This design comes from an exercise in tuning for small area, a short achievable clock period and few clock cycles on the open sky130 flow, not from production work.
RTL that was checked went through simulation tests only; none was proved equivalent to the original.
Power and IR drop assume default switching activity.

== exp/xenon ==
// axi_stream_insert_header
module axi_stream_insert_header #(
parameter DATA_WD = 128,
parameter DATA_BYTE_WD = DATA_WD / 8,
parameter BYTE_CNT_WD = $clog2(DATA_BYTE_WD)
) (
input wire clk,
input wire rst_n,
input wire valid_in,
input wire [DATA_WD-1 : 0] data_in,
input wire [DATA_BYTE_WD-1 : 0] keep_in,
input wire last_in,
output wire ready_in,
output wire valid_out,
output wire [DATA_WD-1 : 0] data_out,
output wire [DATA_BYTE_WD-1 : 0] keep_out,
output wire last_out,
input wire ready_out,
input wire valid_insert,
input wire [DATA_WD-1 : 0] data_insert,
input wire [DATA_BYTE_WD-1 : 0] keep_insert,
input wire [BYTE_CNT_WD-1 : 0] byte_insert_cnt,
output wire ready_insert
);
Size: about 1500 cells after synthesis, roughly 450 I/O pins, about 0.013 sq mm of cells after synthesis.
clock: 6.5 ns
lec_check: 0
cap_margin: 20
core_margin: 2
core_utilization: 40
setup_slack_margin: 2.7
slew_margin: 20
standard.sh (not shown) runs the stock make flow with config.mk's settings and CLKGATE_MAP_FILE= SYNTH_SCRIPT=/design/flow/synth_recipe.tcl, a recipe that flattens the netlist after the stock synthesis.
==> flow/flow/run.sh <==
#!/bin/bash
# Standard layout, with plain buf_1 cells as the port buffers.
cp standard.sh standard_sh.txt
export BUFFER_PORTS_ARGS="-buffer_cell sky130_fd_sc_hd__buf_1"
bash standard.sh > standard.log 2>&1
Testbench counts of exp/xenon, summed over its fixed seeds: cycles 16,082.
The following lists how exp/pepper was set up differently from exp/xenon:
Settings: CORE_UTILIZATION now 60, was 40; SETUP_SLACK_MARGIN now 2.5, was 2.7.
### Flow results
Sum of routed wire length over all layers delta for exp/pepper relative to exp/xenon: 7.2 mm lower
Comparing exp/xenon and exp/pepper, the higher slack of the worst reg-to-reg path is on exp/xenon.
Looking at filler cell count, exp/pepper sits 1572 below exp/xenon.
exp/pepper -> exp/xenon: instance count of the mapped netlist delta 0, exact match
Total power consumption of the routed design ends up lower on exp/pepper.
In the tables for exp/xenon and exp/pepper, placed cell count reads lower with exp/pepper.
Between exp/xenon and exp/pepper, global-route usage is higher for exp/pepper, exp/xenon comes in under that.
STATUS final design area excluding fillers: exp/pepper wins against exp/xenon
Re count of multi-input gates: no difference whatsoever between exp/xenon and exp/pepper.
Compared with exp/xenon, exp/pepper shows maximum achievable frequency that has gone down slightly.
#### Input delta (exp/umber over exp/pepper)
Settings: swapping 60 for 40 in CORE_UTILIZATION.
Notes after the runs:
Changes observed in exp/umber relative to exp/pepper: power drawn by the sequential cells comparable, die area now larger, final instance area now larger, largest fanout on the critical path now larger, global-route wire length before repair now larger.
The overall power consumption number comes out lower for exp/pepper vs exp/umber.
When the final numbers for exp/umber and exp/pepper were put side by side, the fraction of final layout cells with drive strength greater than 1 turned out to be smaller in exp/pepper.
Minimum clock period after layout on exp/umber is ahead of exp/pepper.
Higher worst path setup slack after routing was reported by exp/umber, not exp/pepper.
The following lists how exp/lagoon was set up differently from exp/umber:
Settings: SLEW_MARGIN now 5, was 20; CAP_MARGIN now 5, was 20.
Results
- exp/lagoon has completed all stages; timing, DRC and antenna checks passed.
- Summary of exp/lagoon over exp/umber: share of the final layout cell area in sequential cells saw little to no change, critical path depth did not really move.
- As far as total power is concerned, exp/umber and exp/lagoon perform about the same.
- Going from exp/umber to exp/lagoon, worst hold slack stayed essentially flat; instance count of the mapped netlist was more or less identical.

== oak ==
axi_stream_insert_header, a different RTL version from the one above (not shown whole).
Size in the first run: about 1,600 cells after synthesis, about 450 I/O pins.
## axi_stream_insert_header
module axi_stream_insert_header #(
parameter DATA_WD = 128,
parameter DATA_BYTE_WD = DATA_WD / 8,
parameter BYTE_CNT_WD = $clog2(DATA_BYTE_WD)
) (
input wire clk,
input wire rst_n,
input wire valid_in,
input wire [DATA_WD-1 : 0] data_in,
input wire [DATA_BYTE_WD-1 : 0] keep_in,
input wire last_in,
output wire ready_in,
output wire valid_out,
output wire [DATA_WD-1 : 0] data_out,
output wire [DATA_BYTE_WD-1 : 0] keep_out,
output wire last_out,
input wire ready_out,
input wire valid_insert,
input wire [DATA_WD-1 : 0] data_insert,
input wire [DATA_BYTE_WD-1 : 0] keep_insert,
input wire [BYTE_CNT_WD-1 : 0] byte_insert_cnt,
output wire ready_insert
);
localparam NB = DATA_BYTE_WD;
localparam CW = BYTE_CNT_WD;
localparam [1:0] S_HDR  = 2'd0;    
localparam [1:0] S_DATA = 2'd1;    
localparam [1:0] S_TAIL = 2'd2;    
reg [1:0] state;
reg [DATA_WD-1 : 0] carry;
reg [CW-1 : 0] hm1;                  
reg [NB-1 : 0] hmask;                
  ...
clock: 6.5 ns
lec_check: 0
cap_margin: 20
core_margin: 2
core_utilization: 40
slew_margin: 20
Scripts as last shown in full above: flow/flow/run.sh
### oak -> pine
==> flow/run.sh (new file) <==
#!/bin/bash
# synth_recipe.tcl (not shown) runs the flow's synth.tcl, then flattens the netlist and writes it again
# the make line also repeats each setting of config.mk as NAME=value (left out here)
make -C /OpenROAD-flow-scripts/flow DESIGN_CONFIG=/design/flow/config.mk WORK_HOME=/design/flow/orfs CLKGATE_MAP_FILE= SYNTH_SCRIPT=/design/flow/synth_recipe.tcl finish
--- a/flow/config.mk
+++ b/flow/config.mk
@@ -10,0 +11 @@
+export SETUP_SLACK_MARGIN = 2.5
removed: flow/flow/run.sh
removed: flow/standard.sh
Notes after the runs:
Every stage of the flow completed for pine, and the final layout passed the timing, DRC and antenna checks.
A origin of the worst setup path of keep_in[0] is what pine shows, while keep_in[1] belongs to oak.
The clock power number comes out lower for pine vs oak.
Reported for pine and oak, count of buffers from port buffering turned out identical to the last digit.
Summary of pine over oak: net total in the final layout up 97, minimum period implied by the final worst setup slack down 0.38 ns.
#### Input delta (birch over pine)
--- a/flow/config.mk
+++ b/flow/config.mk
@@ -11 +10,0 @@
-export SETUP_SLACK_MARGIN = 2.5
### Flow results
Changes observed in birch relative to pine: total vias in the final route has decreased, non-filler instance count after layout has decreased, power per cell area has increased, post-layout total power has decreased, final critical-path setup slack has decreased.
Comparing birch and pine, post-detailed-route wirelength per cell is lower on birch.
For pine, the most common library cell in the layout ignoring fill and taps was nand2_1, unlike birch, where it was clkdlybuf4s50_1.
Function was not checked in any run of this note: the RTL went through the layout flow alone.

## job 2833
Another version of the RTL of axi_stream_insert_header (not shown whole).
Size in the first run: about 1400 cells after synthesis, about 450 I/O pins.
// axi_stream_insert_header
module axi_stream_insert_header #(
parameter DATA_WD = 128,
parameter DATA_BYTE_WD = DATA_WD / 8,
parameter BYTE_CNT_WD = $clog2(DATA_BYTE_WD)
) (
input wire clk,
input wire rst_n,
input wire valid_in,
input wire [DATA_WD-1 : 0] data_in,
input wire [DATA_BYTE_WD-1 : 0] keep_in,
input wire last_in,
output wire ready_in,
output wire valid_out,
output wire [DATA_WD-1 : 0] data_out,
output wire [DATA_BYTE_WD-1 : 0] keep_out,
output wire last_out,
input wire ready_out,
input wire valid_insert,
input wire [DATA_WD-1 : 0] data_insert,
input wire [DATA_BYTE_WD-1 : 0] keep_insert,
input wire [BYTE_CNT_WD-1 : 0] byte_insert_cnt,
output wire ready_insert
);
clock: 6.5 ns
lec_check: 0
cap_margin: 20
core_margin: 2
core_utilization: 40
cts_cluster_diameter: 100
cts_cluster_size: 30
setup_slack_margin: 2.5
slew_margin: 20
==> flow/flow/run.sh <==
#!/bin/bash
# Standard layout, with plain buf_1 cells as the port buffers.
cp standard.sh standard_sh.txt
export BUFFER_PORTS_ARGS="-buffer_cell sky130_fd_sc_hd__buf_1"
bash standard.sh > standard.log 2>&1
Testbench counts of job 2833, summed over its fixed seeds: cycles 16,082.
--- input diff job 2833..job 925 ---
Settings: CTS_CLUSTER_SIZE no longer set, was 30; SETUP_SLACK_MARGIN now 3.0, was 2.5; CTS_CLUSTER_DIAMETER no longer set, was 100.
## What came out
Job 925 reports a higher global-route usage than job 2833 does. Compared with job 2833, job 925 is hungrier on power. Final cycle utilization of the critical path ended up 0.29 points lower on job 925 than on job 2833.
## Diff of input files: job 3266 against job 925
Settings: SETUP_SLACK_MARGIN changed from 3.0 to 2.5.
## What came out
Summary: with job 925 as the reference, final area in job 3266 moved down by more than 10%.
Worst stage delay on the critical path sits higher in job 3266 than in job 925.
Relative to job 925, non-clock inverter total of the final layout has gone down in job 3266.
Taking job 925 as the reference, in job 3266 half-perimeter wire length after detailed placement closely matched the old numbers, setup slack shrank by 0.019 ns, met1 routing resource usage after global routing lost 4.3 points, utilization after layout went down by 14 points.
Comparing job 925 and job 3266, the lower via count of the first global-routing pass is on job 3266.
Share of the clock period used by the worst path after layout (job 3266 over job 925): increase, 0.29 points

axi_stream_insert_header, a different RTL version from the one above (not shown whole).
Size: roughly 1800 cells after synthesis, about 140 flip-flops, ~450 I/O pins, roughly 0.016 mm^2 of cells after synthesis.
export LEC_CHECK = 0
export CAP_MARGIN = 20
export CORE_MARGIN = 2
export CORE_UTILIZATION = 40
export SETUP_SLACK_MARGIN = 3.0
export SLEW_MARGIN = 20
create_clock -name core_clock -period 6.5 [get_ports {clk}]
Scripts as last shown in full above: flow/flow/run.sh
The first run ran to the end with no violations.
==> next run, changes <==
Settings changed: SETUP_SLACK_MARGIN 3.0 to 2.5.
- sequential share of layout area increases by 3.4 points
- wire length decreases by 5.8%
- final cell count decreases by 4.0%
- clock skew decreases by 5.0 ps
- core utilization decreases by 9.6 points
- non-clock buffer count decreases by 103
- hold slack got worse by 41 ps
- global-route usage decreases by 3.0 points
- combinational power decreases by 19%
- worst setup slack got worse by 110 ps
Function was not checked in any run of this note: the RTL went through the layout flow alone.

## what the ideal ports hide
Ports are ideal in the flow. The routed layouts listed here were re-timed in OpenROAD. Step 1 sets driving cells, clkbuf_16 on the clock port and buf_2 on the other inputs (assumed; they add their load-dependent delay and slew). Step 2 also shifts input and output timing later by t, the mid clock arrival at the registers, as if the neighbouring blocks saw the same clock. a / b / c = ideal / step 1 / step 2; a / b = the first two.
run | shift t [ns] | setup WS [ns] | clock arrival spread, ns | worst slew at a driven data input, ns | pins driven straight from the clock port
exp/xenon | 0.511 | 2.548 / 2.502 / 2.502 | 0.016 / 0.016 | 0.09 | 1
exp/pepper | 0.487 | 2.518 / 2.468 / 2.460 | 0.016 / 0.016 | 0.09 | 1
exp/umber | 0.508 | 2.538 / 2.485 / 2.473 | 0.013 / 0.013 | 0.08 | 1
exp/lagoon | 0.508 | 2.538 / 2.485 / 2.473 | 0.013 / 0.013 | 0.08 | 1
oak | 0.504 | 0.385 / 0.364 / 0.364 | 0.013 / 0.013 | 0.08 | 1
pine | 0.504 | 0.764 / 0.716 / 0.715 | 0.014 / 0.014 | 0.15 | 1
birch | 0.506 | 0.195 / 0.156 / 0.156 | 0.013 / 0.013 | 0.11 | 1
job 2833 | 0.500 | 2.510 / 2.485 / 2.418 | 0.013 / 0.013 | 0.06 | 1
job 925 | 0.512 | 2.529 / 2.477 / 2.550 | 0.016 / 0.016 | 0.09 | 1
job 3266 | 0.500 | 2.510 / 2.485 / 2.418 | 0.013 / 0.013 | 0.06 | 1
the first run of note 4 | 0.513 | 2.561 / 2.508 / 2.452 | 0.016 / 0.016 | 0.14 | 1
the second run of note 4 | 0.514 | 2.446 / 2.372 / 2.372 | 0.014 / 0.014 | 0.10 | 1
After both steps every run listed still meets setup and hold. For the first run of note 4, which loses most, drivers alone change the setup slack by -0.053 ns; drivers and shift together by -0.109 ns.
